Context: an optimization exercise on an open-source flow, tuned for small area. The choices shown serve that exercise and are no tape-out recipe. Function was checked by simulation only, so behaviour that the tests miss may differ from the original. Power figures rest on the tool's default switching activity, not on a simulated workload.

**run.sh**
```bash
#!/bin/bash
# synth_recipe.tcl (not shown) runs the flow's synth.tcl, then flattens the netlist and writes it again
# the make line also repeats each setting of config.mk as NAME=value (left out here)
make -C /OpenROAD-flow-scripts/flow DESIGN_CONFIG=/design/flow/config.mk WORK_HOME=/design/flow/orfs CLKGATE_MAP_FILE= SYNTH_SCRIPT=/design/flow/synth_recipe.tcl finish
```
**config.mk**
```make
export PLATFORM = sky130hd
export DESIGN_NAME = video_uut
export DESIGN_NICKNAME = video_uut
export VERILOG_FILES = /design/flow/design.v
export SDC_FILE = /design/flow/constraint.sdc
export NUM_CORES = 4
export LEC_CHECK = 0
export ABC_AREA = 1
export CAP_MARGIN = 20
export CORE_MARGIN = 2
export CORE_UTILIZATION = 40
export SLEW_MARGIN = 20
```
**constraint.sdc**
```tcl
create_clock -name core_clock -period 13.0 [get_ports {clk_i}]
set_input_delay 2.6000 -clock core_clock [delete_from_list [all_inputs] [get_ports {clk_i}]]
set_output_delay 2.6000 -clock core_clock [all_outputs]
set_load 0.01 [all_outputs]
```
**design.v**
```verilog
module video_uut (
    input  wire         clk_i           , 
    input  wire         cen_i           , 
    input  wire         rst_i           , 
    input  wire         vid_sel_i       , 
    input  wire [23:0]  vid_rgb_i       , 
    input  wire [1:0]   vh_blank_i      , 
    input  wire [2:0]   dvh_sync_i      , 
    output wire [2:0]   dvh_sync_o      , 
    output wire [23:0]  vid_rgb_o         
);
localparam [3:0] C_BLACK  = 4'd0;    
localparam [3:0] C_WHITE  = 4'd1;    
localparam [3:0] C_MAZE   = 4'd2;    
localparam [3:0] C_BLUE   = 4'd3;    
localparam [3:0] C_ORANGE = 4'd4;    
localparam [3:0] C_RED    = 4'd5;    
localparam [3:0] C_GREEN  = 4'd6;    
localparam [3:0] C_GBLUE  = 4'd7;    
localparam [3:0] C_PINK   = 4'd8;    
localparam [3:0] C_PURPLE = 4'd9;    
localparam [3:0] C_YELLOW = 4'd10;   
reg         HD, VD;
reg  [10:0] HCNT;      
reg  [10:0] VCNT;
wire HR = ~HD &  vh_blank_i[0];
wire HF =  HD & ~vh_blank_i[0];
wire VR = ~VD &  vh_blank_i[1];
wire VF =  VD & ~vh_blank_i[1];
wire [10:0] px = HCNT;
wire [10:0] py = VCNT;
localparam NSF = 12;
reg [10:0] sf_x [0:NSF-1];
reg [10:0] sf_y [0:NSF-1];
function automatic [10:0] sf_x0(input integer j); sf_x0 = (j * 160) % 1920; endfunction
function automatic [10:0] sf_y0(input integer j); sf_y0 = (j * 90) % 1080; endfunction
function automatic sf_hit(input [10:0] px, input [10:0] py, input [10:0] sx, input [10:0] sy);
    reg [11:0] ux, uy;
    reg [3:0]  tx, ty;
    reg [2:0]  ax, ay;
    begin
        ux = {1'b0, px} + 12'd7 - {1'b0, sx};
        uy = {1'b0, py} + 12'd7 - {1'b0, sy};
        tx = ux[3:0] - 4'd7;
        ty = uy[3:0] - 4'd7;
        ax = tx[3] ? -tx[2:0] : tx[2:0];
        ay = ty[3] ? -ty[2:0] : ty[2:0];
        sf_hit = (ux[11:4] == 8'd0) && (ux[3:0] != 4'd15) &&
                 (uy[11:4] == 8'd0) && (uy[3:0] != 4'd15) &&
                 (ax < 3'd2 || ay < 3'd2 || ax == ay);
    end
endfunction
wire [NSF-1:0] sf_on;
genvar gi;
generate
    for (gi = 0; gi < NSF; gi = gi + 1) begin : g_sf
        assign sf_on[gi] = sf_hit(px, py, sf_x[gi], sf_y[gi]);
    end
endgenerate
reg  [13:0] SX, SY;
localparam [13:0] SX0 = 14'd4096;    
localparam [13:0] SY0 = 14'd13348;   
wire [13:0] dist_sq = SX + SY;
wire signed [11:0] rel_x = {1'b0, px} - 12'd960;
wire signed [11:0] rel_y = {1'b0, py} - 12'd250;
wire [10:0] abs_y = rel_y[11] ? -rel_y : rel_y;
wire [11:0] mouth_r = rel_x * 8'd45;
wire pac_on = (dist_sq < 14'd900) &&
              !((rel_x > 0) && ({abs_y[5:0], 6'd0} < mouth_r));
wire g_row = (py >= 11'd125) && (py <= 11'd175);
wire g0 = (px >= 11'd130)  && (px <= 11'd170);
wire g1 = (px >= 11'd530)  && (px <= 11'd570);
wire g2 = (px >= 11'd940)  && (px <= 11'd980);
wire g3 = (px >= 11'd1160) && (px <= 11'd1200);
wire g4 = (px >= 11'd1650-11'd20) && (px <= 11'd1670);
wire [10:0] gx = g0 ? 11'd150 : g1 ? 11'd550 : g2 ? 11'd960 : g3 ? 11'd1180 : 11'd1650;
wire [3:0]  gcol = g0 ? C_PINK : g1 ? C_RED : g2 ? C_GBLUE : g3 ? C_GREEN : C_PURPLE;
wire signed [6:0] gdx = px[6:0] - gx[6:0];
wire signed [6:0] gdy = py[6:0] - 7'd22;        
wire [1:0] gshape;   
function automatic [1:0] ghost_shape(input signed [6:0] rx, input signed [6:0] ry);
    reg [6:0] ax;
    reg [11:0] d;
    reg [6:0] t;
    begin
        ax = rx[6] ? -rx : rx;
        t  = ry + 7'sd5;
        t  = t[6] ? -t : t;
        d  = ax * ax + t * t;
        ghost_shape = 2'd0;
        if (ry < -7'sd5) begin
            if (d < 12'd400) ghost_shape = 2'd1;
        end else if (ry < 7'sd20) begin
            ghost_shape = 2'd1;
        end else begin
            if ((rx >= -7'sd20 && rx < -7'sd12 && ry < 7'sd22) ||
                (rx >= -7'sd12 && rx < -7'sd4  && ry < 7'sd24) ||
                (rx >= -7'sd4  && rx <  7'sd4  && ry < 7'sd25) ||
                (rx >=  7'sd4  && rx <  7'sd12 && ry < 7'sd24) ||
                (rx >=  7'sd12 && rx <  7'sd20 && ry < 7'sd22))
                ghost_shape = 2'd1;
        end
        if (((rx >= -7'sd12 && rx <= -7'sd6) || (rx >= 7'sd6 && rx <= 7'sd12)) &&
            (ry >= -7'sd10 && ry <= -7'sd4))
            ghost_shape = 2'd2;
        if (((rx >= -7'sd10 && rx <= -7'sd8) || (rx >= 7'sd8 && rx <= 7'sd10)) &&
            (ry >= -7'sd8 && ry <= -7'sd6))
            ghost_shape = 2'd3;
    end
endfunction
assign gshape = (g_row && (g0 | g1 | g2 | g3 | g4)) ? ghost_shape(gdx, gdy) : 2'd0;
function [3:0] draw_maze;
    input [10:0] px, py;   
    input signed [10:0] offset_y;   
    reg [10:0] center_x, center_y;
    reg [10:0] letter_start_x;
    reg [10:0] letter_width, letter_height;
    reg [10:0] thickness_outer, thickness_inner, thickness_gap;
    reg [10:0] border_thickness;
    reg [10:0] corner_size;
    begin
        center_x = 960;   
        center_y = 540;   
        draw_maze = 4'd0;   
        border_thickness = 15;   
        corner_size = 30;   
        if (py < border_thickness && px >= corner_size && px < 1920 - corner_size) begin
            draw_maze = 4'd2;
        end
        if (py >= 1080 - border_thickness && px >= corner_size && px < 1920 - corner_size) begin
            draw_maze = 4'd2;
        end
        if (px < border_thickness && py >= corner_size && py < 1080 - corner_size) begin
            draw_maze = 4'd2;
        end
        if (px >= 1920 - border_thickness && py >= corner_size && py < 1080 - corner_size) begin
            draw_maze = 4'd2;
        end
        if (py >= border_thickness + 10 && py < border_thickness + 15 && px >= corner_size + 10 && px < 1920 - corner_size - 10) begin
            draw_maze = 4'd2;
        end
        if (py >= 1080 - border_thickness - 15 && py < 1080 - border_thickness - 10 && px >= corner_size + 10 && px < 1920 - corner_size - 10) begin
            draw_maze = 4'd2;
        end
        if (px >= border_thickness + 10 && px < border_thickness + 15 && py >= corner_size + 10 && py < 1080 - corner_size - 10) begin
            draw_maze = 4'd2;
        end
        if (px >= 1920 - border_thickness - 15 && px < 1920 - border_thickness - 10 && py >= corner_size + 10 && py < 1080 - corner_size - 10) begin
            draw_maze = 4'd2;
        end
        if ((px < corner_size && py < border_thickness) || (px < border_thickness && py < corner_size)) begin
            draw_maze = 4'd2;
        end
        if ((px >= border_thickness + 10 && px < corner_size + 10 && py >= border_thickness + 10 && py < border_thickness + 15) ||
            (px >= border_thickness + 10 && px < border_thickness + 15 && py >= border_thickness + 10 && py < corner_size + 10)) begin
            draw_maze = 4'd2;
        end
        if ((px >= 1920 - corner_size && py < border_thickness) || (px >= 1920 - border_thickness && py < corner_size)) begin
            draw_maze = 4'd2;
        end
        if ((px >= 1920 - corner_size - 10 && px < 1920 - border_thickness - 10 && py >= border_thickness + 10 && py < border_thickness + 15) ||
            (px >= 1920 - border_thickness - 15 && px < 1920 - border_thickness - 10 && py >= border_thickness + 10 && py < corner_size + 10)) begin
            draw_maze = 4'd2;
        end
        if ((px < corner_size && py >= 1080 - border_thickness) || (px < border_thickness && py >= 1080 - corner_size)) begin
            draw_maze = 4'd2;
        end
        if ((px >= border_thickness + 10 && px < corner_size + 10 && py >= 1080 - border_thickness - 15 && py < 1080 - border_thickness - 10) ||
            (px >= border_thickness + 10 && px < border_thickness + 15 && py >= 1080 - corner_size - 10 && py < 1080 - border_thickness - 10)) begin
            draw_maze = 4'd2;
        end
        if ((px >= 1920 - corner_size && py >= 1080 - border_thickness) || (px >= 1920 - border_thickness && py >= 1080 - corner_size)) begin
            draw_maze = 4'd2;
        end
        if ((px >= 1920 - corner_size - 10 && px < 1920 - border_thickness - 10 && py >= 1080 - border_thickness - 15 && py < 1080 - border_thickness - 10) ||
            (px >= 1920 - border_thickness - 15 && px < 1920 - border_thickness - 10 && py >= 1080 - corner_size - 10 && py < 1080 - border_thickness - 10)) begin
            draw_maze = 4'd2;
        end
        letter_start_x = 200;   
        letter_width = 350;   
        letter_height = 450;   
        thickness_outer = 16;   
        thickness_inner = 16;    
        thickness_gap = 20;      
        if (px >= letter_start_x && px < letter_start_x + letter_width && py >= center_y - letter_height/2 && py < center_y + letter_height/2) begin
            if (((px >= letter_start_x && px < letter_start_x + thickness_outer) ||  
                 (px >= letter_start_x + thickness_outer + thickness_gap && px < letter_start_x + thickness_outer + thickness_gap + thickness_inner)) &&
                (py >= center_y - letter_height/2 && py < center_y + letter_height/2)) begin
                draw_maze = 4'd3;
            end
            if (((py >= center_y - letter_height/2 && py < center_y - letter_height/2 + thickness_outer) ||  
                 (py >= center_y - letter_height/2 + thickness_outer + thickness_gap && py < center_y - letter_height/2 + thickness_outer + thickness_gap + thickness_inner)) &&
                (px >= letter_start_x && px < letter_start_x + letter_width)) begin
                draw_maze = 4'd3;
            end
            if (((px >= letter_start_x + letter_width - thickness_outer && px < letter_start_x + letter_width) ||  
                 (px >= letter_start_x + letter_width - thickness_outer - thickness_gap - thickness_inner && px < letter_start_x + letter_width - thickness_outer - thickness_gap)) &&
                (py >= center_y - letter_height/2 + thickness_outer && py < center_y)) begin
                draw_maze = 4'd3;
            end
            if (((py >= center_y && py < center_y + thickness_outer) ||  
                 (py >= center_y + thickness_outer + thickness_gap && py < center_y + thickness_outer + thickness_gap + thickness_inner)) &&
                (px >= letter_start_x && px < letter_start_x + letter_width)) begin
                draw_maze = 4'd3;
            end
            if (((px >= letter_start_x + letter_width - thickness_outer && px < letter_start_x + letter_width) ||  
                 (px >= letter_start_x + letter_width - thickness_outer - thickness_gap - thickness_inner && px < letter_start_x + letter_width - thickness_outer - thickness_gap)) &&
                (py >= center_y + thickness_outer && py < center_y + letter_height/2)) begin
                draw_maze = 4'd3;
            end
        end
        if (px >= letter_start_x + 430 && px < letter_start_x + 430 + letter_width && py >= center_y - letter_height/2 && py < center_y + letter_height/2) begin
            if (((px >= letter_start_x + 430 && px < letter_start_x + 430 + thickness_outer) ||  
                 (px >= letter_start_x + 430 + thickness_outer + thickness_gap && px < letter_start_x + 430 + thickness_outer + thickness_gap + thickness_inner)) &&
                (py >= center_y - letter_height/2 && py < center_y + letter_height/2)) begin
                draw_maze = 4'd4;
            end
            if (((px >= letter_start_x + 430 + letter_width - thickness_outer && px < letter_start_x + 430 + letter_width) ||  
                 (px >= letter_start_x + 430 + letter_width - thickness_outer - thickness_gap - thickness_inner && px < letter_start_x + 430 + letter_width - thickness_outer - thickness_gap)) &&
                (py >= center_y - letter_height/2 && py < center_y + letter_height/2)) begin
                draw_maze = 4'd4;
            end
            if (((py >= center_y - letter_height/2 && py < center_y - letter_height/2 + thickness_outer) ||  
                 (py >= center_y - letter_height/2 + thickness_outer + thickness_gap && py < center_y - letter_height/2 + thickness_outer + thickness_gap + thickness_inner)) &&
                (px >= letter_start_x + 430 + thickness_outer && px < letter_start_x + 430 + letter_width - thickness_outer)) begin
                draw_maze = 4'd4;
            end
            if (((py >= center_y + letter_height/2 - thickness_outer && py < center_y + letter_height/2) ||  
                 (py >= center_y + letter_height/2 - thickness_outer - thickness_gap - thickness_inner && py < center_y + letter_height/2 - thickness_outer - thickness_gap)) &&
                (px >= letter_start_x + 430 + thickness_outer && px < letter_start_x + 430 + letter_width - thickness_outer)) begin
                draw_maze = 4'd4;
            end
        end
        if (px >= letter_start_x + 860 && px < letter_start_x + 860 + letter_width && py >= center_y - letter_height/2 && py < center_y + letter_height/2) begin
            if (((px >= letter_start_x + 860 && px < letter_start_x + 860 + thickness_outer) ||  
                 (px >= letter_start_x + 860 + thickness_outer + thickness_gap && px < letter_start_x + 860 + thickness_outer + thickness_gap + thickness_inner)) &&
                (py >= center_y - letter_height/2 + thickness_outer && py < center_y)) begin
                draw_maze = 4'd5;
            end
            if (((py >= center_y - letter_height/2 && py < center_y - letter_height/2 + thickness_outer) ||  
                 (py >= center_y - letter_height/2 + thickness_outer + thickness_gap && py < center_y - letter_height/2 + thickness_outer + thickness_gap + thickness_inner)) &&
                (px >= letter_start_x + 860 + thickness_outer && px < letter_start_x + 860 + letter_width - thickness_outer)) begin
                draw_maze = 4'd5;
            end
            if (((px >= letter_start_x + 860 + letter_width - thickness_outer && px < letter_start_x + 860 + letter_width) ||  
                 (px >= letter_start_x + 860 + letter_width - thickness_outer - thickness_gap - thickness_inner && px < letter_start_x + 860 + letter_width - thickness_outer - thickness_gap)) &&
                (py >= center_y - letter_height/2 + thickness_outer && py < center_y - letter_height/2 + 60)) begin
                draw_maze = 4'd5;
            end
            if (((py >= center_y && py < center_y + thickness_outer) ||  
                 (py >= center_y + thickness_outer + thickness_gap && py < center_y + thickness_outer + thickness_gap + thickness_inner)) &&
                (px >= letter_start_x + 860 && px < letter_start_x + 860 + letter_width)) begin
                draw_maze = 4'd5;
            end
            if (((px >= letter_start_x + 860 + letter_width - thickness_outer && px < letter_start_x + 860 + letter_width) ||  
                 (px >= letter_start_x + 860 + letter_width - thickness_outer - thickness_gap - thickness_inner && px < letter_start_x + 860 + letter_width - thickness_outer - thickness_gap)) &&
                (py >= center_y + thickness_outer && py < center_y + letter_height/2)) begin
                draw_maze = 4'd5;
            end
            if (((py >= center_y + letter_height/2 - thickness_outer && py < center_y + letter_height/2) ||  
                 (py >= center_y + letter_height/2 - thickness_outer - thickness_gap - thickness_inner && py < center_y + letter_height/2 - thickness_outer - thickness_gap)) &&
                (px >= letter_start_x + 860 && px < letter_start_x + 860 + letter_width - thickness_outer)) begin
                draw_maze = 4'd5;
            end
        end
        if (px >= letter_start_x + 1290 && px < letter_start_x + 1290 + letter_width && py >= center_y - letter_height/2 && py < center_y + letter_height/2) begin
            if (((px >= letter_start_x + 1290 && px < letter_start_x + 1290 + thickness_outer) ||  
                 (px >= letter_start_x + 1290 + thickness_outer + thickness_gap && px < letter_start_x + 1290 + thickness_outer + thickness_gap + thickness_inner)) &&
                (py >= center_y - letter_height/2 + thickness_outer && py < center_y)) begin
                draw_maze = 4'd6;
            end
            if (((py >= center_y - letter_height/2 && py < center_y - letter_height/2 + thickness_outer) ||  
                 (py >= center_y - letter_height/2 + thickness_outer + thickness_gap && py < center_y - letter_height/2 + thickness_outer + thickness_gap + thickness_inner)) &&
                (px >= letter_start_x + 1290 + thickness_outer && px < letter_start_x + 1290 + letter_width - thickness_outer)) begin
                draw_maze = 4'd6;
            end
            if (((px >= letter_start_x + 1290 + letter_width - thickness_outer && px < letter_start_x + 1290 + letter_width) ||  
                 (px >= letter_start_x + 1290 + letter_width - thickness_outer - thickness_gap - thickness_inner && px < letter_start_x + 1290 + letter_width - thickness_outer - thickness_gap)) &&
                (py >= center_y - letter_height/2 + thickness_outer && py < center_y - letter_height/2 + 60)) begin
                draw_maze = 4'd6;
            end
            if (((py >= center_y && py < center_y + thickness_outer) ||  
                 (py >= center_y + thickness_outer + thickness_gap && py < center_y + thickness_outer + thickness_gap + thickness_inner)) &&
                (px >= letter_start_x + 1290 && px < letter_start_x + 1290 + letter_width)) begin
                draw_maze = 4'd6;
            end
            if (((px >= letter_start_x + 1290 + letter_width - thickness_outer && px < letter_start_x + 1290 + letter_width) ||  
                 (px >= letter_start_x + 1290 + letter_width - thickness_outer - thickness_gap - thickness_inner && px < letter_start_x + 1290 + letter_width - thickness_outer - thickness_gap)) &&
                (py >= center_y + thickness_outer && py < center_y + letter_height/2)) begin
                draw_maze = 4'd6;
            end
            if (((py >= center_y + letter_height/2 - thickness_outer && py < center_y + letter_height/2) ||  
                 (py >= center_y + letter_height/2 - thickness_outer - thickness_gap - thickness_inner && py < center_y + letter_height/2 - thickness_outer - thickness_gap)) &&
                (px >= letter_start_x + 1290 && px < letter_start_x + 1290 + letter_width - thickness_outer)) begin
                draw_maze = 4'd6;
            end
        end
    end
endfunction
wire [3:0] maze_c = draw_maze(px, py, 11'd0);
wire dot_on = (maze_c == 4'd0) &&
              px >= 80 && px < 1840 && py >= 80 && py < 1000 &&
              (px % 50 >= 22 && px % 50 < 28) && (py % 50 >= 22 && py % 50 < 28);
reg [3:0] pix_c;
always @* begin
    pix_c = C_BLACK;
    if (dot_on)               pix_c = C_WHITE;
    if (maze_c != 4'd0)       pix_c = maze_c;
    if (gshape == 2'd1)       pix_c = gcol;
    if (gshape == 2'd2)       pix_c = C_WHITE;
    if (pac_on)               pix_c = C_YELLOW;
    if (|sf_on)               pix_c = C_WHITE;
end
reg [3:0] col_q;
reg [2:0] dvh_sync_d1;
integer j;
always @(posedge clk_i) begin
    if (rst_i) begin
        HD <= 1'b0;
        VD <= 1'b0;
        HCNT <= 11'd0;
        VCNT <= 11'd0;
        SX <= SX0;
        SY <= SY0;
        for (j = 0; j < NSF; j = j + 1) begin
            sf_x[j] <= sf_x0(j);
            sf_y[j] <= sf_y0(j);
        end
        col_q <= C_BLACK;
        dvh_sync_d1 <= 3'b000;
    end else if (cen_i) begin
        HD <= vh_blank_i[0];
        VD <= vh_blank_i[1];
        if (HF || (!vh_blank_i[0] && HCNT == 11'd2047)) begin
            HCNT <= 11'd0;
            SX <= SX0;
        end else if (!vh_blank_i[0]) begin
            HCNT <= HCNT + 11'd1;
            SX <= SX + {2'b0, HCNT, 1'b0} - 14'd1919;
        end
        if (VF || (HR && VCNT == 11'd2047)) begin
            VCNT <= 11'd0;
            SY <= SY0;
        end else if (HR) begin
            VCNT <= VCNT + 11'd1;
            SY <= SY + {2'b0, VCNT, 1'b0} - 14'd499;
        end
        if (VF) begin
            for (j = 0; j < NSF; j = j + 1) begin
                if (sf_y[j] + ((j % 8) + 1) >= 1080) begin
                    sf_y[j] <= 11'd0;
                    sf_x[j] <= ({1'b0, sf_x[j]} + 12'd137 >= 12'd1920) ? sf_x[j] - 11'd1783 : sf_x[j] + 11'd137;
                end else begin
                    sf_y[j] <= sf_y[j] + ((j % 8) + 1);
                end
            end
        end
        col_q <= pix_c;
        dvh_sync_d1 <= dvh_sync_i;
    end
end
reg [23:0] rgb;
always @* begin
    case (col_q)
        C_WHITE:  rgb = 24'hFF_FF_FF;
        C_MAZE:   rgb = 24'h00_40_80;
        C_BLUE:   rgb = 24'h00_00_FF;
        C_ORANGE: rgb = 24'hFF_A5_00;
        C_RED:    rgb = 24'hFF_00_00;
        C_GREEN:  rgb = 24'h00_FF_00;
        C_GBLUE:  rgb = 24'h00_80_FF;
        C_PINK:   rgb = 24'hFF_B0_FF;
        C_PURPLE: rgb = 24'h80_00_FF;
        C_YELLOW: rgb = 24'hFF_FF_00;
        default:  rgb = 24'h00_00_00;
    endcase
end
assign dvh_sync_o = dvh_sync_d1;
assign vid_rgb_o  = rgb;
endmodule
```
==> impl_metrics.env, run 1 <==
export IMPL_vias=39100
export IMPL_p_sw_share_pct=34.1
export IMPL_rows=117
export IMPL_rr_worst_depth=56
export IMPL_clkPwrFrac_pct=39.9
export IMPL_synth_cell_type_count=67
export IMPL_syn_instance_count=6143
export IMPL_synth_compound_area_share_pct=17.2
export IMPL_leakage_nw=21.4
export IMPL_wl_mm=122
export IMPL_ctsHoldBuffers=0
export IMPL_final_area_um2=44500
export IMPL_crit_path_max_incr_delay_ns=0.79
export IMPL_crit_path_start_kind="flop"
export IMPL_ys_seq_elements=326
export IMPL_post_cts_resized=0
export IMPL_ios=60
export IMPL_insertion_delay_ns=0.65
export IMPL_grt_max_degree=101
export IMPL_fin_crit_sh_pct=90.5
export IMPL_synthesis_area_um2=40700
export IMPL_postLayoutSetupSlackWorst_ns=1.23
export IMPL_grt_antenna_before_repair=0
export IMPL_end_kind="flop"
export IMPL_nets=6813
export IMPL_worstHoldPathType="reg2reg"
export IMPL_relSlewSlack_pct=35.9
export IMPL_routedWlPerCell_um=16.1
export IMPL_drc=0
export IMPL_utilization_pct=43.8
export IMPL_yosys_area_share_adder_pct=20.0
export IMPL_hold_path_cell_count=2
export IMPL_place_gp_congestion=0.945
export IMPL_synth_flop_cell="dfxtp_1"
export IMPL_r2r_end="vid_rgb_o[23]"
export IMPL_comb_power_share_pct=29.0
export IMPL_first_pass_iters=6
export IMPL_power_frac_seq_pct=31.1
export IMPL_hold_viol=0
export IMPL_maxCapViolCount=0
export IMPL_worst_pin_slew_ns=0.962
export IMPL_fin_tns_setup_ns=0
export IMPL_final_common_cell="nand2_1"
export IMPL_yosys_area_share_xor_xnor_pct=10.6
export IMPL_grt_pass1_vias=37200
export IMPL_portBuffers=34
export IMPL_switching_power_mw=1.13
export IMPL_critical_path_cell_count=56
export IMPL_drt_iter0_drc=2349
export IMPL_fmax_mhz=85.0
export IMPL_grt_usage_pct=23.0
export IMPL_rsz0062_at_grt="no"
export IMPL_initial_core_util_pct=40.2
export IMPL_critPathRequiredTime_ns=13.51
export IMPL_grt_overflow=0
export IMPL_synthMuxAreaShare_pct=0.0246
export IMPL_min_from="VD"
export IMPL_drive_gt1_share_pct=4.93
export IMPL_cts_max_level=2
export IMPL_period_minus_slack_ns=11.77
export IMPL_die_w_um=323
export IMPL_drv_slew=0
export IMPL_antenna_cells=0
export IMPL_grt_pass1_wl_mm=193
export IMPL_synth_warning_count=3
export IMPL_viasPerCell=5.16
export IMPL_cts_num_sinks=326
export IMPL_worstPathArrival_ns=12.28
export IMPL_clkTransAtPathRegs_ns=0.06
export IMPL_fin_worst_skew_ns=0.0243
export IMPL_r2r_start="HCNT[8]"
export IMPL_cp_top_family="adder cells"
export IMPL_place_area_um2=43000
export IMPL_whs_endpoint="VD"
export IMPL_cts_path_max_buffers=3
export IMPL_power_density_nw_per_um2=74.6
export IMPL_die_y_um=323
export IMPL_cts_made_buffers=43
export IMPL_cts_tree="yes"
export IMPL_avgSynthCellArea_um2=6.63
export IMPL_post_place_ws_ns=1.35
export IMPL_worstPathMaxFanout=13
export IMPL_p_int_mw=2.19
export IMPL_synth_top_family_by_area="simple AND/OR/NAND/NOR gates"
export IMPL_post_cts_buffers=0
export IMPL_drtAntennaViolNets=0
export IMPL_coreArea_um2=101000
export IMPL_final_cell_mix="nand2_1 (1050), inv_1 (1046), nor2_1 (566), a21oi_1 (556), ha_1 (520)"
export IMPL_cpMaxStageDelayCell="dfxtp_1"
export IMPL_ir_worst_vdd_v=0.0000916
export IMPL_area_growth_pct=9.15
export IMPL_dp_final_hpwl_mm=89.7
export IMPL_path_common_cell="nand2_1"
export IMPL_run_status="timing/DRC/antenna clean"
export IMPL_r2r_setup_slack_ns=1.23
export IMPL_synthSimpleGateAreaFrac_pct=25.0
export IMPL_setup_viol=0
export IMPL_timing_hold_ws_ns=0.455
export IMPL_dieArea_um2=104000
export IMPL_synthArstFlopShare_pct=0
export IMPL_synth_edff_count=0
export IMPL_critPathBufInv=9
export IMPL_worst_setup_path_type="reg2reg"
export IMPL_root_buffer="clkbuf_16"
export IMPL_yosysSeqAreaShare_pct=16.0
## tightest hold or removal path, cell delays in order (launching register included)
cell and delay [ns]:
dfxtp_1 0.30, inv_1 0.06, a21oi_1 0.06
## synthesized netlist by cell type (all sizes together), types with 4 or more instances
library cell / count / area (um2)
nand2: 1085 / 4190
inv: 1061 / 3980
nor2: 590 / 2330
a21oi: 559 / 2810
ha: 522 / 6530
xor2: 349 / 3060
o21ai: 330 / 1660
dfxtp: 326 / 6530
nand3: 293 / 1570
xnor2: 144 / 1260
nor3: 132 / 661
nand4: 89 / 584
fa: 80 / 1600
clkbuf: 71 / 267
o211ai: 59 / 443
or2: 52 / 325
o21bai: 47 / 353
buf: 43 / 261
a31oi: 34 / 213
o221ai: 29 / 254
o31ai: 28 / 210
and2: 22 / 138
nand3b: 21 / 158
nor4: 21 / 131
a211oi: 17 / 128
o2111ai: 16 / 140
a2111oi: 14 / 123
a21o: 13 / 97.6
o22ai: 11 / 68.8
o21a: 10 / 75.1
nor3b: 9 / 67.6
clkinv: 8 / 30.0
o41ai: 8 / 70.1
o311ai: 7 / 61.3
a22oi: 6 / 45.0
a221oi: 5 / 43.8
o32ai: 5 / 43.8
a311oi: 4 / 35.0
a41oi: 4 / 35.0
## per-stage QoR
step	total power, mW	cells
floorplan	1.79	6147
global placement	2.00	7501
detailed placement	2.01	7501
CTS	3.36	7580
global route	3.54	7580
finish	3.32	7580
## state kept, by name, indices dropped and copies added, names as in the netlist
register	flops
sf_x	132
col_q	4
HD	1
dvh_sync_d1	3
sf_y	125
vid_rgb_o	10
SY	14
HCNT	11
VCNT	11
SX	14
VD	1
## power by group through the flow
stage	clock network (mW)	registers [mW]	logic [mW]
2_1_floorplan	0	1.05	0.741
3_3_place_gp	0	1.05	0.945
3_5_place_dp	0	1.05	0.959
4_1_cts	1.37	1.03	0.967
5_1_grt	1.40	1.03	1.11
6_report	1.32	1.03	0.961
## final cells by class
cell class / count / area (um2)
multi-input combinational: 4638 / 29900
tap: 1368 / 1710
clock buffer: 56 / 1160
sequential: 326 / 6530
fill: 10600 / 57000
timing repair buffer: 100 / 833
inverter: 1069 / 4020
clock inverter: 23 / 343
## per-layer routing
layer / track usage [%] / share of wire (%) / vias up
met5: 0 / 0 / -
met4: 7.74 / 3.3 / 0
met3: 2.27 / 4.2 / 182
met2: 40.3 / 47 / 733
met1: 29.4 / 45 / 18000
li1: - / - / 20200
## kinds of logic after synthesis
group           count (synthesis)
flops                         326
buf+inv                      1183
mux                             1
simple gates                 2318
other cells                     2
xor+xnor                      493
compound gates               1218
fa+ha+maj                     602
## worst max path at each step
stage          startpoint             to  slack, ns
3_3_place_gp      HCNT[8]   vid_rgb_o[7]       1.38
6_report          HCNT[8]  vid_rgb_o[23]       1.23
5_1_grt           HCNT[4]  vid_rgb_o[23]       0.33
4_1_cts           HCNT[8]  vid_rgb_o[23]       1.33
3_5_place_dp      HCNT[8]  vid_rgb_o[23]       1.35
2_1_floorplan     HCNT[0]  vid_rgb_o[14]       2.68
==> run 2: changes to the inputs <==
--- a/design.v
+++ b/design.v
@@ -31,29 +31,70 @@
 wire [10:0] py = VCNT;
 localparam NSF = 12;
-reg [10:0] sf_x [0:NSF-1];
-reg [10:0] sf_y [0:NSF-1];
-function automatic [10:0] sf_x0(input integer j); sf_x0 = (j * 160) % 1920; endfunction
-function automatic [10:0] sf_y0(input integer j); sf_y0 = (j * 90) % 1080; endfunction
-function automatic sf_hit(input [10:0] px, input [10:0] py, input [10:0] sx, input [10:0] sy);
-    reg [11:0] ux, uy;
-    reg [3:0]  tx, ty;
-    reg [2:0]  ax, ay;
+function automatic [3:0] sf_win(input [11:0] u);
+    reg [3:0] t;
     begin
-        ux = {1'b0, px} + 12'd7 - {1'b0, sx};
-        uy = {1'b0, py} + 12'd7 - {1'b0, sy};
-        tx = ux[3:0] - 4'd7;
-        ty = uy[3:0] - 4'd7;
-        ax = tx[3] ? -tx[2:0] : tx[2:0];
-        ay = ty[3] ? -ty[2:0] : ty[2:0];
-        sf_hit = (ux[11:4] == 8'd0) && (ux[3:0] != 4'd15) &&
-                 (uy[11:4] == 8'd0) && (uy[3:0] != 4'd15) &&
-                 (ax < 3'd2 || ay < 3'd2 || ax == ay);
+        t = u[3:0] - 4'd7;
+        sf_win[3]   = (u[11:4] == 8'd0) && (u[3:0] != 4'd15);
+        sf_win[2:0] = t[3] ? -t[2:0] : t[2:0];
     end
 endfunction
+function automatic sf_pat(input [3:0] wx, input [3:0] wy);
+    sf_pat = wx[3] && wy[3] && (wx[2:0] < 3'd2 || wy[2:0] < 3'd2 || wx[2:0] == wy[2:0]);
+endfunction
+wire [11:0] px7 = {1'b0, px} + 12'd7;
+wire [11:0] py7 = {1'b0, py} + 12'd7;
 wire [NSF-1:0] sf_on;
+wire [11:0] sf_ux [0:NSF-1];
+wire [11:0] sf_uy [0:NSF-1];
+wire [10:0] sf_xv [0:NSF-1];
+wire [10:0] sf_yv [0:NSF-1];
 genvar gi;
 generate
     for (gi = 0; gi < NSF; gi = gi + 1) begin : g_sf
-        assign sf_on[gi] = sf_hit(px, py, sf_x[gi], sf_y[gi]);
+        localparam integer S  = (gi % 8) + 1;
+        localparam [10:0]  X0 = (gi * 160) % 1920;
+        localparam [10:0]  Y0 = (gi * 90) % 1080;
+        if (gi >= 8) begin : g_derived
+            wire [10:0] xb = sf_xv[gi-8];
+            wire [10:0] yb = sf_yv[gi-8];
+            wire c = (yb >= 11'd360);
+            wire w = c ? (xb >= 11'd503) : (xb >= 11'd640);
+            wire [11:0] uyb = sf_uy[gi-8];
+            wire [11:0] uxb = sf_ux[gi-8];
+            wire [11:0] uy_lo = uyb - 12'd720;
+            wire [11:0] uy_hi = (gi == 11 && yb[1]) ? uyb + 12'd362 : uyb + 12'd360;
+            wire [11:0] ux_00 = uxb - 12'd1280;
+            wire [11:0] ux_01 = uxb + 12'd640;
+            wire [11:0] ux_10 = uxb - 12'd1417;
+            wire [11:0] ux_11 = uxb + 12'd503;
+            wire [3:0] wy = c ? sf_win(uy_hi) : sf_win(uy_lo);
+            wire [3:0] wx = c ? (w ? sf_win(ux_11) : sf_win(ux_10)) : (w ? sf_win(ux_01) : sf_win(ux_00));
+            assign sf_on[gi] = sf_pat(wx, wy);
+            assign sf_ux[gi] = 12'd0;
+            assign sf_uy[gi] = 12'd0;
+            assign sf_xv[gi] = 11'd0;
+            assign sf_yv[gi] = 11'd0;
+        end else begin : g_stored
+            reg [10:0] x, y;
+            wire [10:0] yv = (S % 2 == 0 && Y0[0] == 1'b0) ? {y[10:1], 1'b0} : y;
+            always @(posedge clk_i) begin
+                if (rst_i) begin
+                    x <= X0;
+                    y <= Y0;
+                end else if (cen_i && VF) begin
+                    if (yv >= 11'd1080 - S) begin
+                        y <= 11'd0;
+                        x <= (x >= 11'd1783) ? x - 11'd1783 : x + 11'd137;
+                    end else begin
+                        y <= yv + S;
+                    end
+                end
+            end
+            assign sf_xv[gi] = x;
+            assign sf_yv[gi] = yv;
+            assign sf_ux[gi] = px7 - {1'b0, x};
+            assign sf_uy[gi] = py7 - {1'b0, yv};
+            assign sf_on[gi] = sf_pat(sf_win(sf_ux[gi]), sf_win(sf_uy[gi]));
+        end
     end
 endgenerate
@@ -314,5 +355,4 @@
 reg [3:0] col_q;
 reg [2:0] dvh_sync_d1;
-integer j;
 always @(posedge clk_i) begin
     if (rst_i) begin
@@ -323,8 +363,4 @@
         SX <= SX0;
         SY <= SY0;
-        for (j = 0; j < NSF; j = j + 1) begin
-            sf_x[j] <= sf_x0(j);
-            sf_y[j] <= sf_y0(j);
-        end
         col_q <= C_BLACK;
         dvh_sync_d1 <= 3'b000;
@@ -346,14 +382,4 @@
             SY <= SY + {2'b0, VCNT, 1'b0} - 14'd499;
         end
-        if (VF) begin
-            for (j = 0; j < NSF; j = j + 1) begin
-                if (sf_y[j] + ((j % 8) + 1) >= 1080) begin
-                    sf_y[j] <= 11'd0;
-                    sf_x[j] <= ({1'b0, sf_x[j]} + 12'd137 >= 12'd1920) ? sf_x[j] - 11'd1783 : sf_x[j] + 11'd137;
-                end else begin
-                    sf_y[j] <= sf_y[j] + ((j % 8) + 1);
-                end
-            end
-        end
         col_q <= pix_c;
         dvh_sync_d1 <= dvh_sync_i;
==> flow/run.sh (new file) <==
#!/bin/bash
# The standard layout (standard.sh), with one change to synthesis: adders are
# left to ABC as plain logic (no full/half-adder cell extraction, no
# Kogge-Stone carry network), mapped with ABC's area script. Registers, their
# names and cell types are those of the standard synthesis.
set -euo pipefail
bash standard.sh ABC_AREA=1 ADDER_MAP_FILE= SYNTH_OPERATIONS_ARGS=-nofsm finish > make_finish.log 2>&1
==> standard.sh (new file) <==
#!/bin/bash
# synth_recipe.tcl (not shown) runs the flow's synth.tcl, then flattens the netlist and writes it again
# the make line also repeats each setting of config.mk as NAME=value (left out here)
make -C /OpenROAD-flow-scripts/flow DESIGN_CONFIG=/design/flow/config.mk WORK_HOME=/design/flow/orfs CLKGATE_MAP_FILE= SYNTH_SCRIPT=/design/flow/synth_recipe.tcl "${@:-finish}"
removed: run.sh
==> impl_metrics.env, run 2 <==
export IMPL_end_kind="flop"
export IMPL_setup_viol=0
export IMPL_post_synth_top_count_cell="nand2_1"
export IMPL_root_buffer="clkbuf_16"
export IMPL_clkTransAtPathRegs_ns=0.06
export IMPL_ctsHoldBuffers=0
export IMPL_yosysSeqAreaShare_pct=17.8
export IMPL_first_pass_iters=6
export IMPL_fin_cells=5757
export IMPL_fin_crit_sh_pct=59.7
export IMPL_grt_antenna_before_repair=4
export IMPL_p_sw_share_pct=36.1
export IMPL_fmax_mhz=129
export IMPL_synthArstFlopShare_pct=0
export IMPL_cts_max_level=1
export IMPL_total_power_mw=2.35
export IMPL_ios=60
export IMPL_top_layer="met4"
export IMPL_largest_reg_flops=88
export IMPL_rsz0062_at_grt="no"
export IMPL_wl_mm=92.4
export IMPL_portBuffers=34
export IMPL_synth_top_area_share_pct=18.2
export IMPL_grt_max_degree=43
export IMPL_cts_num_sinks=240
export IMPL_synth_edff_count=0
export IMPL_path_common_cell="nand2_1"
export IMPL_die_y_um=264
export IMPL_worstPathMaxFanout=12
export IMPL_dieArea_um2=69800
export IMPL_crit_path_max_incr_delay_ns=0.72
export IMPL_top_regs="g_sf.g_stored.x (88), g_sf.g_stored.y (83)"
export IMPL_viasPerCell=5.22
export IMPL_post_cts_buffers=0
export IMPL_fin_tns_setup_ns=0
export IMPL_fin_worst_skew_ns=0.0140
export IMPL_worst_setup_path_type="reg2reg"
export IMPL_coreArea_um2=67000
export IMPL_antenna_cells=0
export IMPL_initial_core_util_pct=40.4
export IMPL_synth_flop_cell="dfxtp_1"
export IMPL_dr_wl_met2_mm=40.9
export IMPL_avgSynthCellArea_um2=5.57
export IMPL_syn_instance_count=4857
export IMPL_worst_pin_slew_ns=1.09
export IMPL_dp_final_hpwl_mm=68.7
export IMPL_synth_warning_count=1
export IMPL_n_fill_cell=7381
export IMPL_placed_cells=5700
export IMPL_ir_worst_vdd_v=0.0000840
export IMPL_comb_power_share_pct=29.9
export IMPL_cpMaxStageDelayCell="nand2_1"
export IMPL_p_int_mw=1.50
export IMPL_timing_hold_ws_ns=0.458
export IMPL_yosys_top_cells_area="nand2_1 (18%), dfxtp_1 (18%), inv_1 (10%), nor2_1 (9.2%), xor2_1 (6.0%)"
export IMPL_run_status="timing/DRC/antenna clean"
export IMPL_m1WireLength_mm=43.3
export IMPL_grt_pass1_wl_mm=144
export IMPL_cts_made_buffers=31
export IMPL_insertion_delay_ns=0.61
export IMPL_drive_gt1_share_pct=6.82
export IMPL_worstPathArrival_ns=8.30
export IMPL_worstHoldPathType="reg2reg"
export IMPL_switching_power_uw=847
export IMPL_drtAntennaViolNets=0
export IMPL_cts_path_max_buffers=3
export IMPL_grt_overflow=0
export IMPL_vias=30100
export IMPL_cts_tree="yes"
export IMPL_drc=0
export IMPL_period_minus_slack_ns=7.76
export IMPL_multi_input_area_um2=18800
export IMPL_hold_viol=0
export IMPL_area_growth_pct=7.97
export IMPL_final_common_cell="nand2_1"
export IMPL_routedWlPerCell_um=16.0
export IMPL_crit_path_start_kind="flop"
export IMPL_regMostFlops="g_sf.g_stored.x"
export IMPL_clkPwrFrac_pct=37.5
export IMPL_synth_cell_type_count=83
export IMPL_place_gp_congestion=0.972
export IMPL_ys_seq_elements=240
export IMPL_grt_usage_pct=25.7
export IMPL_critPathRequiredTime_ns=13.54
export IMPL_drt_iter0_drc=2435
export IMPL_grt_pass1_vias=26700
export IMPL_utilization_pct=43.6
export IMPL_met3_length_mm=5.52
export IMPL_final_cell_mix="nand2_1 (1314), inv_1 (717), nor2_1 (658), nand3_1 (310), o21ai_0 (291)"
export IMPL_power_density_nw_per_um2=80.4
export IMPL_synthTopCellsByCount="nand2_1 (1314), inv_1 (718), nor2_1 (661)"
export IMPL_synth_top_area_cell="nand2_1"
export IMPL_drv_slew=0
export IMPL_seqCellArea_um2=4810
export IMPL_nets=4893
export IMPL_power_frac_seq_pct=32.6
export IMPL_leakage_nw=14.4
export IMPL_rows=95
export IMPL_relSlewSlack_pct=27.5
export IMPL_die_w_um=264
export IMPL_synthesis_area_um2=27100
export IMPL_post_cts_resized=0
export IMPL_maxCapViolCount=0
-- run 2: cell count changes in the layout (fill, tap and decap cells not counted), moves of 34 or more --
cell / change
a21oi_1: -333
buf_4: -38
dfxtp_1: -86
fa_1: -80
ha_1: -520
inv_1: -329
nand2_1: +264
nand4_1: -37
nor2_1: +92
nor3_1: -39
o21bai_1: -34
xnor2_1: -76
xor2_1: -150
-- run 2: worst max-delay path, delay by kind of cell, from the launching register on --
family / cells / cell delay, ns
AND/OR/NAND/NOR: 22 / 3.44
AO/OA/AOI/OAI: 7 / 2.35
buffers and inverters: 5 / 1.18
flip-flops: 1 / 0.68
-- run 2: through the flow --
stage,cell area [um2],worst slack (ns)
after floorplan,27100,7.82
after global routing,29200,4.84
after CTS,29200,5.43
final,29200,5.24
after detailed placement,28200,5.48
after global placement,28200,5.51
-- run 2: final cells by class --
class / instances / area share (%)
Tap cell: 873 / 3.74
Clock buffer: 43 / 3.01
Multi-Input combinational cell: 3755 / 64.5
Sequential cell: 240 / 16.5
Timing Repair Buffer: 63 / 1.89
Clock inverter: 14 / 0.501
Inverter: 769 / 9.94
-- run 2: logic make-up (layout without fill, tap and decap cells) --
family / after synthesis / in the layout / synth area share (%)
simple gates: 2678 / 2678 / 42.9
buf+inv: 862 / 889 / 12.7
compound gates: 811 / 811 / 17.8
xor+xnor: 261 / 261 / 8.64
flops: 240 / 240 / 17.8
fa+ha+maj: 4 / 4 / 0.148
mux: 1 / 1 / 0.0416
-- run 2: worst paths after layout --
check / startpoint / slack, ns / depth (start not counted) / endpoint
hold / removal: VD / 0.46 / 2 / VD
setup / recovery: HCNT[1] / 5.24 / 34 / vid_rgb_o[11]
setup reg to reg: HCNT[1] / 5.24 / 34 / vid_rgb_o[11]
hold reg to reg: VD / 0.46 / 2 / VD
-- run 2: metal layers --
layer  up-vias  GRT usage (%)
met5         -              0
met4         0           7.13
met2       812           42.7
li1      15600              -
met1     13500           35.3
met3       130           2.65
-- run 2: power groups by stage --
stage / logic, mW / registers, mW / clock network, mW
4_1_cts: 0.700 / 0.767 / 0.903
5_1_grt: 0.789 / 0.768 / 0.929
6_report: 0.702 / 0.766 / 0.881
2_1_floorplan: 0.523 / 0.778 / 0
3_5_place_dp: 0.697 / 0.783 / 0
3_3_place_gp: 0.690 / 0.783 / 0
==> run 3: changes to the inputs <==
==> flow/run.sh (replaced) <==
#!/bin/bash
# The standard layout (standard.sh) with a different combinational mapping in
# synthesis:
#  - adders are left to ABC as plain logic (no full/half-adder cell
#    extraction, no Kogge-Stone carry network);
#  - ABC runs flow/deep.abc (deepsyn restructuring, then area-recovering
#    mapping) instead of ORFS's abc script.
# flow/synth.tcl is synth_recipe.tcl with an abc wrapper that swaps the script;
# registers, their names and cell types are those of the standard synthesis.
set -euo pipefail
export MY_ABC_SCRIPT="$PWD/flow/deep.abc"
bash standard.sh SYNTH_SCRIPT="$PWD/flow/synth.tcl" ADDER_MAP_FILE= SYNTH_OPERATIONS_ARGS=-nofsm CTS_ARGS="-sink_clustering_enable -repair_clock_nets -dont_use_dummy_load -sink_clustering_size 25 -sink_clustering_max_diameter 60" finish > make_finish.log 2>&1
==> flow/deep.abc (new file) <==
strash
&get -n
&fraig -x
&deepsyn -T 100
&deepsyn -T 100
&put
strash
&get -n
&dch -f
&nf -R 1000
&put
==> flow/synth.tcl (new file) <==
# synth_recipe.tcl with an abc wrapper: the ABC script is replaced by $MY_ABC_SCRIPT
proc synth {args} { yosys synth -nofsm -noshare {*}$args }
proc abc {args} {
  set out {}
  set skip 0
  foreach a $args {
    if {$skip} { set skip 0; continue }
    if {$a eq "-script"} { set skip 1; continue }
    lappend out $a
  }
  if {[info exists ::env(MY_ABC_SCRIPT)] && $::env(MY_ABC_SCRIPT) ne ""} {
    set out [linsert $out 0 -script $::env(MY_ABC_SCRIPT)]
  }
  yosys abc {*}$out
}
source $::env(SCRIPTS_DIR)/synth.tcl
# left out here: clear keep_hierarchy, flatten, clean up, hide names made inside functions, write 1_2_yosys.v
--- a/config.mk
+++ b/config.mk
@@ -6,5 +6,4 @@
 export NUM_CORES = 4
 export LEC_CHECK = 0
-export ABC_AREA = 1
 export CAP_MARGIN = 20
 export CORE_MARGIN = 2
==> impl_metrics.env, run 3 <==
export IMPL_total_power_mw=1.98
export IMPL_final_common_cell="nand2_1"
export IMPL_critPathRequiredTime_ns=13.45
export IMPL_grtUsageMet3_pct=3.56
export IMPL_synthArstFlopShare_pct=0
export IMPL_wl_mm=70.9
export IMPL_cts_max_level=1
export IMPL_largest_reg_flops=88
export IMPL_drtAntennaViolNets=0
export IMPL_ir_worst_vdd_v=0.0000995
export IMPL_synthTopCellsByCount="nand2_1 (353), nor2_1 (341), a21oi_1 (332)"
export IMPL_post_cts_resized=0
export IMPL_syn_instance_count=2883
export IMPL_cts_made_buffers=30
export IMPL_portBuffers=34
export IMPL_r2r_end="vid_rgb_o[13]"
export IMPL_post_synth_top_count_cell="nand2_1"
export IMPL_synth_edff_count=0
export IMPL_maxCapViolCount=0
export IMPL_rows=82
export IMPL_cts_path_max_buffers=3
export IMPL_final_cell_mix="nand2_1 (353), nor2_1 (341), a21oi_1 (332), xnor2_1 (282), dfxtp_1 (238)"
export IMPL_crit_path_max_incr_delay_ns=0.65
export IMPL_r2r_setup_slack_ns=4.11
export IMPL_post_cts_buffers=0
export IMPL_grt_util_met2_pct=43.9
export IMPL_worst_pin_slew_ns=1.07
export IMPL_grt_overflow=0
export IMPL_vias=21900
export IMPL_grt_max_degree=50
export IMPL_insertion_delay_ns=0.61
export IMPL_relSlewSlack_pct=28.3
export IMPL_synth_warning_count=1
export IMPL_worstPathMaxFanout=28
export IMPL_yosysSeqAreaShare_pct=23.6
export IMPL_final_area_um2=22700
export IMPL_initial_core_util_pct=40.6
export IMPL_timing_hold_ws_ns=0.488
export IMPL_period_minus_slack_ns=8.89
export IMPL_cp_top_family="compound AO/OA/AOI/OAI gates"
export IMPL_path_common_cell="nor2_1"
export IMPL_synth_top_area_share_pct=23.6
export IMPL_dp_final_hpwl_mm=50.3
export IMPL_ios=60
export IMPL_grt_util_met1_pct=33.1
export IMPL_root_buffer="clkbuf_16"
export IMPL_setup_viol=0
export IMPL_rsz0062_at_grt="no"
export IMPL_run_status="timing/DRC/antenna clean"
export IMPL_clkTransAtPathRegs_ns=0.07
export IMPL_avgSynthCellArea_um2=7.06
export IMPL_coreArea_um2=50200
export IMPL_fin_crit_sh_pct=68.4
export IMPL_yosys_top_cells_area="dfxtp_1 (24%), xnor2_1 (12%), a21oi_1 (8.2%), nand2_1 (6.5%), nor2_1 (6.3%)"
export IMPL_die_y_um=230
export IMPL_end_kind="flop"
export IMPL_synthesis_area_um2=20400
export IMPL_fin_tns_setup_ns=0
export IMPL_fin_worst_skew_ns=0.0457
export IMPL_crit_path_start_kind="flop"
export IMPL_worstHoldPathType="reg2reg"
export IMPL_drc=0
export IMPL_rr_worst_depth=37
export IMPL_grt_pass1_wl_mm=112
export IMPL_crit_path_end="vid_rgb_o[13]"
export IMPL_synth_flop_cell="dfxtp_1"
export IMPL_regMostFlops="g_sf.g_stored.x"
export IMPL_startpoint="HCNT[6]"
export IMPL_r2r_start="HCNT[6]"
export IMPL_drive_gt1_share_pct=3.45
export IMPL_place_area_um2=21900
export IMPL_worst_setup_path_type="reg2reg"
export IMPL_area_growth_pct=11.5
export IMPL_critical_path_cell_count=37
export IMPL_grt_usage_pct=26.1
export IMPL_power_density_nw_per_um2=87.1
export IMPL_ctsHoldBuffers=0
export IMPL_grt_antenna_before_repair=0
export IMPL_synth_top_area_cell="dfxtp_1"
export IMPL_nets=3023
export IMPL_dieArea_um2=52700
export IMPL_top_usage_layer="met2"
export IMPL_fmax_mhz=112
export IMPL_cts_tree="yes"
export IMPL_drv_slew=0
export IMPL_drt_iter0_drc=1739
export IMPL_place_gp_congestion=0.952
export IMPL_synth_cell_type_count=68
export IMPL_leakage_nw=7.93
export IMPL_die_w_um=230
export IMPL_grt_pass1_vias=20800
export IMPL_viasPerCell=5.99
export IMPL_first_pass_iters=5
export IMPL_routedWlPerCell_um=19.4
export IMPL_worstPathArrival_ns=9.34
export IMPL_antenna_cells=0
export IMPL_hold_viol=0
export IMPL_cts_num_sinks=240
export IMPL_critPathBufInv=3
export IMPL_top_regs="g_sf.g_stored.x (88), g_sf.g_stored.y (83)"
export IMPL_cpMaxStageDelayCell="nor3_1"
export IMPL_ys_seq_elements=240
run 3: cell types whose count changed after synthesis, sizes merged, moves of 50 or more:
cell and change:
nand2 -1033, inv -752, nor2 -347, nand3 -247, xnor2 +218, a21oi +104, o21ai -81, and3 +56
clkbuf -50
run 3: power breakdown:
group          total, mW  internal [mW]  switching, mW
Combinational      0.504          0.197          0.306
Clock              0.706          0.398          0.308
Sequential         0.768          0.752         0.0160
Total               1.98           1.35          0.630
run 3: stage by stage:
stage	instances	setup slack, ns	utilization [%]
6_report	3660	4.11	45.2
5_1_grt	3660	3.49	45.2
4_1_cts	3660	4.38	45.2
3_5_place_dp	3630	4.45	43.8
3_3_place_gp	3629	4.49	43.7
2_1_floorplan	2883	5.59	-
run 3: logic make-up (layout without fill, tap and decap cells):
| group | count (synthesis) | in the layout | synth area share (%) |
|---|---|---|---|
| adders and majority gates | 34 | 34 | 1.67 |
| DFF | 240 | 240 | 23.6 |
| xor gates and xnor gates | 433 | 433 | 18.6 |
| AOI/OAI and AO/OA | 862 | 862 | 25.4 |
| muxes | 17 | 17 | 0.854 |
| and+or+nand+nor | 1225 | 1225 | 28.3 |
| buffers and inverters | 72 | 177 | 1.59 |
run 3: how the worst min path moves through the flow:
stage	start	to	slack, ns	cells after the start
finish	dvh_sync_d1[2]	dvh_sync_d1[2]	0.49	1
global route	HD	HD	0.51	1
CTS	HD	HD	0.49	1
detailed placement	dvh_sync_d1[1]	dvh_sync_d1[1]	0.47	1
global placement	HD	HD	0.46	1
floorplan	HD	HD	0.44	1
run 3: final cells by class:
type / instances / area, um2
Clock buffer: 30 / 751
Inverter: 58 / 218
Timing Repair Buffer: 89 / 752
Multi-Input combinational cell: 2571 / 15300
Fill cell: 5047 / 27500
Sequential cell: 240 / 4810
Tap cell: 672 / 841
run 3: worst register-to-register path: cells and delay by family (launching register included):
family	cells	cell delay [ns]
AO/OA/AOI/OAI	14	3.91
AND/OR/NAND/NOR	16	3.14
XOR/XNOR	4	0.86
buffers and inverters	3	0.56
flip-flops	1	0.30
run 3: routing by layer:
| layer | wire length, um | vias up |
|---|---|---|
| li1 | - | 10600 |
| met1 | 30300 | 10300 |
| met2 | 32600 | 760 |
| met3 | 4710 | 172 |
| met4 | 3240 | 0 |
| met5 | 0 | - |
==> run 4: changes to the inputs <==
--- a/flow/run.sh
+++ b/flow/run.sh
@@ -10,3 +10,3 @@
 set -euo pipefail
 export MY_ABC_SCRIPT="$PWD/flow/deep.abc"
-bash standard.sh SYNTH_SCRIPT="$PWD/flow/synth.tcl" ADDER_MAP_FILE= SYNTH_OPERATIONS_ARGS=-nofsm CTS_ARGS="-sink_clustering_enable -repair_clock_nets -dont_use_dummy_load -sink_clustering_size 25 -sink_clustering_max_diameter 60" finish > make_finish.log 2>&1
+bash standard.sh SYNTH_SCRIPT="$PWD/flow/synth.tcl" ADDER_MAP_FILE= SYNTH_OPERATIONS_ARGS=-nofsm finish > make_finish.log 2>&1
==> impl_metrics.env, run 4 <==
export IMPL_synth_compound_area_share_pct=25.4
export IMPL_relSlewSlack_pct=26.9
export IMPL_worstPathMaxFanout=28
export IMPL_grt_util_met2_pct=44.0
export IMPL_fin_worst_skew_ns=0.0155
export IMPL_post_synth_top_count_cell="nand2_1"
export IMPL_top_usage_layer="met2"
export IMPL_synthTopCellsByCount="nand2_1 (353), nor2_1 (341), a21oi_1 (332)"
export IMPL_grt_util_met1_pct=33.0
export IMPL_dieArea_um2=52700
export IMPL_ir_worst_vdd_v=0.000104
export IMPL_synth_flop_cell="dfxtp_1"
export IMPL_post_cts_resized=0
export IMPL_power_density_nw_per_um2=91.0
export IMPL_grt_overflow=0
export IMPL_die_w_um=230
export IMPL_cts_made_buffers=29
export IMPL_insertion_delay_ns=0.58
export IMPL_crit_path_start_kind="flop"
export IMPL_cts_path_max_buffers=3
export IMPL_antenna_cells=0
export IMPL_portBuffers=34
export IMPL_dp_final_hpwl_mm=50.3
export IMPL_cts_tree="yes"
export IMPL_fin_cells=3682
export IMPL_setup_viol=0
export IMPL_rsz0062_at_grt="no"
export IMPL_vias=21900
export IMPL_yosysSeqAreaShare_pct=23.6
export IMPL_path_common_cell="nor2_1"
export IMPL_fmax_mhz=113
export IMPL_yosys_top_cells_area="dfxtp_1 (24%), xnor2_1 (12%), a21oi_1 (8.2%), nand2_1 (6.5%), nor2_1 (6.3%)"
export IMPL_end_kind="flop"
export IMPL_grt_usage_pct=26.1
export IMPL_top_regs="g_sf.g_stored.x (88), g_sf.g_stored.y (83)"
export IMPL_yosys_area_share_adder_pct=1.67
export IMPL_clkTransAtPathRegs_ns=0.06
export IMPL_hold_viol=0
export IMPL_ctsHoldBuffers=0
export IMPL_cts_max_level=1
export IMPL_fin_crit_sh_pct=68.1
export IMPL_postLayoutSetupSlackWorst_ns=4.15
export IMPL_area_growth_pct=12.4
export IMPL_final_common_cell="nand2_1"
export IMPL_syn_instance_count=2883
export IMPL_run_status="timing/DRC/antenna clean"
export IMPL_placed_cells=3630
export IMPL_drv_slew=0
export IMPL_grtUsageMet3_pct=3.85
export IMPL_final_area_um2=22900
export IMPL_synthesis_area_um2=20400
export IMPL_rr_worst_depth=37
export IMPL_synth_top_area_cell="dfxtp_1"
export IMPL_final_cell_mix="nand2_1 (353), nor2_1 (341), a21oi_1 (332), xnor2_1 (282), dfxtp_1 (238)"
export IMPL_yosys_area_share_xor_xnor_pct=18.6
export IMPL_grt_pass1_wl_mm=112
export IMPL_cts_num_sinks=240
export IMPL_place_area_um2=21900
export IMPL_grt_pass1_vias=20900
export IMPL_synth_warning_count=1
export IMPL_synth_top_area_share_pct=23.6
export IMPL_hold_path_cell_count=1
export IMPL_critPathRequiredTime_ns=13.45
export IMPL_fin_tns_setup_ns=0
export IMPL_synthArstFlopShare_pct=0
export IMPL_crit_path_max_incr_delay_ns=0.67
export IMPL_drc=0
export IMPL_synth_edff_count=0
export IMPL_leakage_nw=8.03
export IMPL_worst_pin_slew_ns=1.09
export IMPL_die_y_um=230
export IMPL_wl_mm=70.9
export IMPL_avgSynthCellArea_um2=7.06
export IMPL_grt_antenna_before_repair=0
export IMPL_routedWlPerCell_um=19.2
export IMPL_ys_seq_elements=240
export IMPL_n_fill_cell=5041
export IMPL_synthSimpleGateAreaFrac_pct=28.3
export IMPL_utilization_pct=45.6
export IMPL_worstPathArrival_ns=9.30
export IMPL_post_place_ws_ns=4.45
export IMPL_ios=60
export IMPL_place_gp_congestion=0.952
export IMPL_coreArea_um2=50200
export IMPL_period_minus_slack_ns=8.85
export IMPL_cpMaxStageDelayCell="nor3_1"
export IMPL_initial_core_util_pct=40.6
export IMPL_synth_top_family_by_area="simple AND/OR/NAND/NOR gates"
export IMPL_synthMuxAreaShare_pct=0.854
export IMPL_nets=3022
export IMPL_drive_gt1_share_pct=4.02
export IMPL_largest_reg_flops=88
export IMPL_root_buffer="clkbuf_16"
export IMPL_worstHoldPathType="reg2reg"
export IMPL_first_pass_iters=6
export IMPL_worst_setup_path_type="reg2reg"
export IMPL_viasPerCell=5.95
export IMPL_grt_max_degree=50
export IMPL_drt_iter0_drc=1639
export IMPL_maxCapViolCount=0
export IMPL_synth_cell_type_count=68
export IMPL_regMostFlops="g_sf.g_stored.x"
export IMPL_rows=82
export IMPL_post_cts_buffers=0
export IMPL_drtAntennaViolNets=0
[run 4: cell counts after synthesis]
No cell type changed its count.
[run 4: final timing paths]
check	startpoint	endpoint	slack [ns]
worst max register to register	HCNT[6]	vid_rgb_o[13]	4.15
worst min-delay path	dvh_sync_d1[2]	dvh_sync_d1[2]	0.48
worst min register to register	dvh_sync_d1[2]	dvh_sync_d1[2]	0.48
worst max-delay path	HCNT[6]	vid_rgb_o[13]	4.15
[run 4: layout make-up]
type	count	area (um2)	share of cell area, %
clock buffer	39	823	3.60
clock inverter	13	125	0.546
inverter	58	218	0.951
multi-input combinational	2571	15300	67.0
sequential	240	4810	21.0
tap	672	841	3.67
timing repair buffer	89	752	3.28
[run 4: stage by stage]
step	hold WS [ns]	total power, mW
after floorplan	0.442	1.14
after global placement	0.461	1.27
after detailed placement	0.470	1.28
after CTS	0.487	2.10
after global routing	0.509	2.19
final	0.485	2.08
[run 4: kinds of logic (layout without fill, tap and decap cells)]
group           Yosys count  in the layout
simple gates           1225           1225
fa+ha+maj                34             34
compound gates          862            862
xor+xnor                433            433
mux                      17             17
buf+inv                  72            199
flops                   240            240
[run 4: power by group]
group	switching, mW	internal [mW]
clock network	0.333	0.481
logic	0.307	0.197
registers	0.0160	0.751
total	0.656	1.43
[run 4: metal layers]
| metal | vias to the layer above | share of wire (%) |
|---|---|---|
| met5 | - | 0 |
| met1 | 10300 | 43 |
| met4 | 0 | 4.6 |
| met3 | 184 | 6.5 |
| li1 | 10700 | - |
| met2 | 737 | 46 |
[run 4: critical path, delay by kind of cell, from the launching register on]
| family | cells | cell delay, ns |
|---|---|---|
| XOR/XNOR | 4 | 0.86 |
| flip-flops | 1 | 0.30 |
| AND/OR/NAND/NOR | 16 | 3.12 |
| buffers and inverters | 3 | 0.56 |
| AO/OA/AOI/OAI | 14 | 3.86 |

-- re-timing with driven ports --
Ports are ideal in the flow. The routed layouts listed here were re-timed in OpenROAD.
Step 1 sets driving cells, clkbuf_16 on the clock port and buf_2 on the other inputs (assumed; they add their load-dependent delay and slew).
Step 2 times the ports against the registers' clock, not the clock port: input delays grow and output delays shrink by t, the midpoint of the rising clock arrivals with the driver on.
a / b / c = no drivers / after step 1 / after step 2; a / b = the first two.
run	t, ns	setup WS [ns]	worst register clock-pin slew, ns	pins driven straight from the clock port
run 1	0.700	1.229 / 1.229 / 1.229	0.07 / 0.07	1
run 2	0.668	5.242 / 5.242 / 5.242	0.06 / 0.06	1
run 3	0.637	4.109 / 4.109 / 4.109	0.07 / 0.07	1
run 4	0.630	4.153 / 4.153 / 4.153	0.06 / 0.06	1
After both steps every run listed still meets setup and hold.
